This is an optimization exercise on Yosys and OpenROAD, whose aim is small area, a short achievable clock period and few clock cycles per item, not a production implementation. Only simulation tests tie the RTL to the original design; equivalence was not proved.

**flow/config.mk**
```make
export PLATFORM = sky130hd
export DESIGN_NAME = TriDiagDet
export DESIGN_NICKNAME = TriDiagDet
export VERILOG_FILES = /design/flow/design.v
export SDC_FILE = /design/flow/constraint.sdc
export NUM_CORES = 4
export LEC_CHECK = 0
export CAP_MARGIN = 20
export CORE_MARGIN = 2
export CORE_UTILIZATION = 40
export SLEW_MARGIN = 20
```
**flow/constraint.sdc**
```tcl
create_clock -name core_clock -period 22.0 [get_ports {clk}]
set_input_delay 4.4000 -clock core_clock [delete_from_list [all_inputs] [get_ports {clk}]]
set_output_delay 4.4000 -clock core_clock [all_outputs]
set_load 0.01 [all_outputs]
```
**flow/design.v**
```verilog
module TriDiagDet #(
    parameter N = 16,  
    parameter WIDTH = 16  
)(
    input clk,
    input rst,
    input start,
    input ack,
    input [WIDTH*(N-1)-1:0] a_flat,   
    input [WIDTH*N-1:0] b_flat,       
    input [WIDTH*(N-1)-1:0] c_flat,   
    output reg done,
    output reg signed [4*WIDTH-1:0] det
);
    localparam IDLE = 1'd0, CALC = 1'd1;
    reg state;
    reg [$clog2(N):0] i;
    reg signed [4*WIDTH-1:0] D0, D1, D2;
    always @(*) begin
        D2 = $signed($signed($signed(b_flat[i*WIDTH +: WIDTH])*D1) - $signed($signed(a_flat[(i-1)*WIDTH +: WIDTH])*$signed(c_flat[(i-1)*WIDTH +: WIDTH])*D0));
    end
    always @(posedge clk or posedge rst) begin
        if (rst) begin
            state <= IDLE;
            i <= 0;
            D0 <= 0;
            D1 <= 0;
            det <= 0;
            done <= 0;
        end else begin
            case (state)
                IDLE: begin
                    done <= 0;
                    if (start) begin
                        D0 <= $signed(b_flat[0 +: WIDTH]);
                        D1 <= $signed(b_flat[WIDTH +: WIDTH])*$signed(b_flat[0 +: WIDTH]) - $signed(a_flat[0 +: WIDTH])*$signed(c_flat[0 +: WIDTH]);
                        i <= 2;
                        state <= CALC;
                    end
                end
                CALC: begin
                    if (i < N) begin
                        D0 <= D1;
                        D1 <= D2;
                        i <= i + 1;
                    end else begin
                        if (i == N) begin
                            det <= D1;
                            done <= 1;
                            i <= N + 1;
                        end else if (ack) begin
                            done <= 0;
                            state <= IDLE;
                        end
                    end
                end
            endcase
        end
    end
endmodule
```
**flow/run.sh**
```bash
#!/bin/bash
# synth_recipe.tcl (not shown) runs the flow's synth.tcl, then flattens the netlist and writes it again
# the make line also repeats each setting of config.mk as NAME=value (left out here)
make -C /OpenROAD-flow-scripts/flow DESIGN_CONFIG=/design/flow/config.mk WORK_HOME=/design/flow/orfs CLKGATE_MAP_FILE= SYNTH_SCRIPT=/design/flow/synth_recipe.tcl finish
```
==> results.json <==
{
  "status": "no timing/DRC/antenna violations",
  "io_pins": 805,
  "worst_pin_slew_ns": 1.29,
  "synth_top_family_by_area": "adder cells",
  "placedInstanceArea_um2": 128000,
  "async_flop_share": 1.00,
  "drcViolationCount": 0,
  "root_buffer": "clkbuf_16",
  "period_minus_slack_ns": 20.66,
  "die_area_um2": 293000,
  "crit_buf_inv": 11,
  "max_clock_freq_mhz": 48.4,
  "yosysTopAreaCellShare": 0.536,
  "syn_area_um2": 115000,
  "cap_violations": 0,
  "cp.arrival_ns": 21.09,
  "critical_path_class": "primary input to flip-flop",
  "cp_slowest_cell": "xor2_4",
  "io_buffers": 804,
  "syn-mean-instance-area_um2": 9.58,
  "vias": 87300,
  "hpwl_mm": 352,
  "yosysWarnings": 1,
  "post-synth-top-count-cell": "fa_1",
  "synth_edf_count": 0,
  "numCtsBuffers": 25,
  "place_congestion": 0.963,
  "die-width_um": 541,
  "synth-seq-cells": 199,
  "path_max_fanout": 23,
  "rows": 197,
  "synth_flop_cell": "dfrtp_1",
  "slowest_delay_ns": 0.74,
  "clk_pin_slew_ns": 0.09,
  "area_growth_pct": 11.7,
  "design_area_um2": 129000,
  "postCtsHoldBufs": 0,
  "hold_violations": 0,
  "grt_usage": 0.308,
  "cp_top_family": "adder cells",
  "maxSlewViolCount": 0,
  "synth_xor_area_frac": 0.0181,
  "finalNetCount": 16800,
  "detail-route-antenna-nets": 0,
  "ys_top_cells_by_area": "fa_1 54%, inv_1 8.5%, and2_1 6.5%",
  "clk_path_buf_depth": 3,
  "cp.required_ns": 22.43,
  "setup.worst_path.end_class": "flip-flop",
  "cts_tree": "built",
  "antenna_found_initial": 67,
  "min_path_type": "flip-flop to flip-flop",
  "cts.sinks": 199,
  "synth_common_cells": "3,092 x fa_1, 2,623 x inv_1, 1,694 x nand2_1",
  "final_layout_size_suffix_gt1_frac": 0.0517,
  "synth_area_leader_cell": "fa_1",
  "die_h_um": 541,
  "cts_resized": 0,
  "synth_mux_area_frac": 0.0481,
  "crit_top_cell": "fa_1",
  "synthCells": 12000,
  "start_util": 0.401,
  "fin_setup_tns_ns": 0,
  "period_share": 0.939,
  "rsz0062_at_grt": "false",
  "yosysSeqAreaShare": 0.0431,
  "setup_viol": 0,
  "core_um2": 288000,
  "cts_setup_buffers": 0,
  "start_kind": "primary input",
  "htree_levels": 4,
  "routed_wirelength_mm": 443,
  "routed_via_density": 5.38,
  "slew_headroom": 0.133,
  "syn_nets": 16400,
  "firstDrtPassIters": 6,
  "grt_pass1_vias": 94400,
  "synthDistinctLibCells": 79,
  "synth-compound-area-share": 0.0316,
  "grt_max_degree": 107,
  "overflow": 0,
  "clock_latency_ns": 0.59,
  "yosys.area_share.simple": 0.155,
  "finClkSkew_ns": 0.0416,
  "drtIter0Drc": 8304,
  "grt_pass1_wl_mm": 654,
  "avgRoutedWirePerCell_um": 27.3,
  "synth_adder_area_share": 0.594
}
## worst paths after layout
| check | from | to | slack (ns) | depth (start not counted) |
|---|---|---|---|---|
| hold reg to reg | D0[10] | D0[10] | 0.49 | 2 |
| max in group asynchronous | rst | det[37] | 16.29 | 3 |
| setup reg to reg | i[1] | D1[63] | 3.55 | 60 |
| hold / removal | D0[10] | D0[10] | 0.49 | 2 |
| min in group asynchronous | rst | det[11] | 4.31 | 2 |
| setup / recovery | c_flat[2] | D1[63] | 1.34 | 58 |
## through the flow
| step | utilization | hold WS (ns) | setup WS [ns] | std cells |
|---|---|---|---|---|
| global route | 0.448 | 0.498 | 0.523 | 16200 |
| global placement | 0.445 | 0.461 | 0.788 | 16200 |
| detailed placement | 0.445 | 0.471 | 0.783 | 16200 |
| floorplan | - | 0.450 | 3.26 | 12000 |
| finish | 0.449 | 0.487 | 1.34 | 16200 |
| CTS | 0.448 | 0.490 | 1.33 | 16200 |
## flip-flops by register name, indices dropped and copies added (netlist names)
name   flops
D1        64
done       1
state      1
det       64
D0        64
i          5
## cell usage in the layout, fill, tap and decap left out, types with 7 or more instances in the layout
cell type	n
a211oi_1	12
a21o_1	42
a21oi_1	217
a22oi_1	13
a31oi_1	16
and2_1	1203
and3_1	9
buf_12	15
buf_4	241
clkbuf_16	25
clkdlybuf4s50_1	804
dfrtp_1	173
dfrtp_2	22
diode_2	53
fa_1	3091
ha_1	533
inv_1	2622
mux2_2	77
mux2i_1	88
mux4_2	167
nand2_1	1693
nand2b_1	81
nand3_1	116
nand4_1	7
nor2_1	322
nor2b_1	196
nor3_1	20
o21a_1	16
o21ai_0	172
o21ai_1	16
o21bai_1	21
o22ai_1	8
or3_1	8
xnor2_1	159
xnor2_2	18
xor2_1	36
## cell type report
class                      count  area (um^2)
antenna                       53          133
multi-input combinational   8491        98300
timing repair buffer        1061        10200
clock buffer                  27          653
sequential                   199         5020
inverter                    2625         9860
fill                       27600       159000
tap                         3781         4730
clock inverter                 6          161
## logic make-up (layout without fill, tap and decap cells)
family,Yosys count,in the layout
xor+xnor,226,226
mux,336,336
other cells,0,53
flops,199,199
compound gates,612,612
buf+inv,3359,3719
fa+ha+maj,3629,3629
simple gates,3688,3688
## per-layer routing
metal / global-route usage / up-vias / share of wire
met4: 0.181 / 20 / 0.072
li1: - / 35800 / -
met3: 0.0672 / 948 / 0.096
met1: 0.392 / 45900 / 0.38
met5: 0 / - / 0.00034
met2: 0.485 / 4676 / 0.46
## worst register-to-register path, delay by kind of cell, from the launching register on
family                   cells  cell delay [ns]
AND/OR/NAND/NOR              8             1.43
flip-flops                   1             0.63
multiplexers                 2             1.50
XOR/XNOR                     2             1.07
AO/OA/AOI/OAI               18             3.87
buffers and inverters       12             1.39
adder cells (fa/ha/maj)     18             8.46
Testbench counts, summed over its fixed seeds: cycles 6,528, items 384.

==> re-timing with driven ports <==
The results above use ideal ports. As a check the final layout listed here was re-extracted and re-timed, cells and wires unchanged.
Step 1 sets driving cells, clkbuf_16 on the clock port and buf_2 on the other inputs (assumed; they add their load-dependent delay and slew).
Step 2, shift: input delay + t, output delay - t, t = (earliest + latest rising clock arrival at the registers) / 2. This alone moves slack from input paths to output paths.
Slacks: no drivers / after step 1 / after step 2; pairs: no drivers / after step 1.
shift t [ns]: 0.651
slack for setup (ns): 1.340 / 1.391 / 0.740
hold WS [ns]: 0.487 / 0.487 / 0.487
worst data-port slew with drivers (ns): 0.43
pins driven straight from the clock port: 1
After both steps this run still meets setup and hold. The setup slack of this run moves by +0.051 ns with the drivers and by -0.600 ns with both steps.
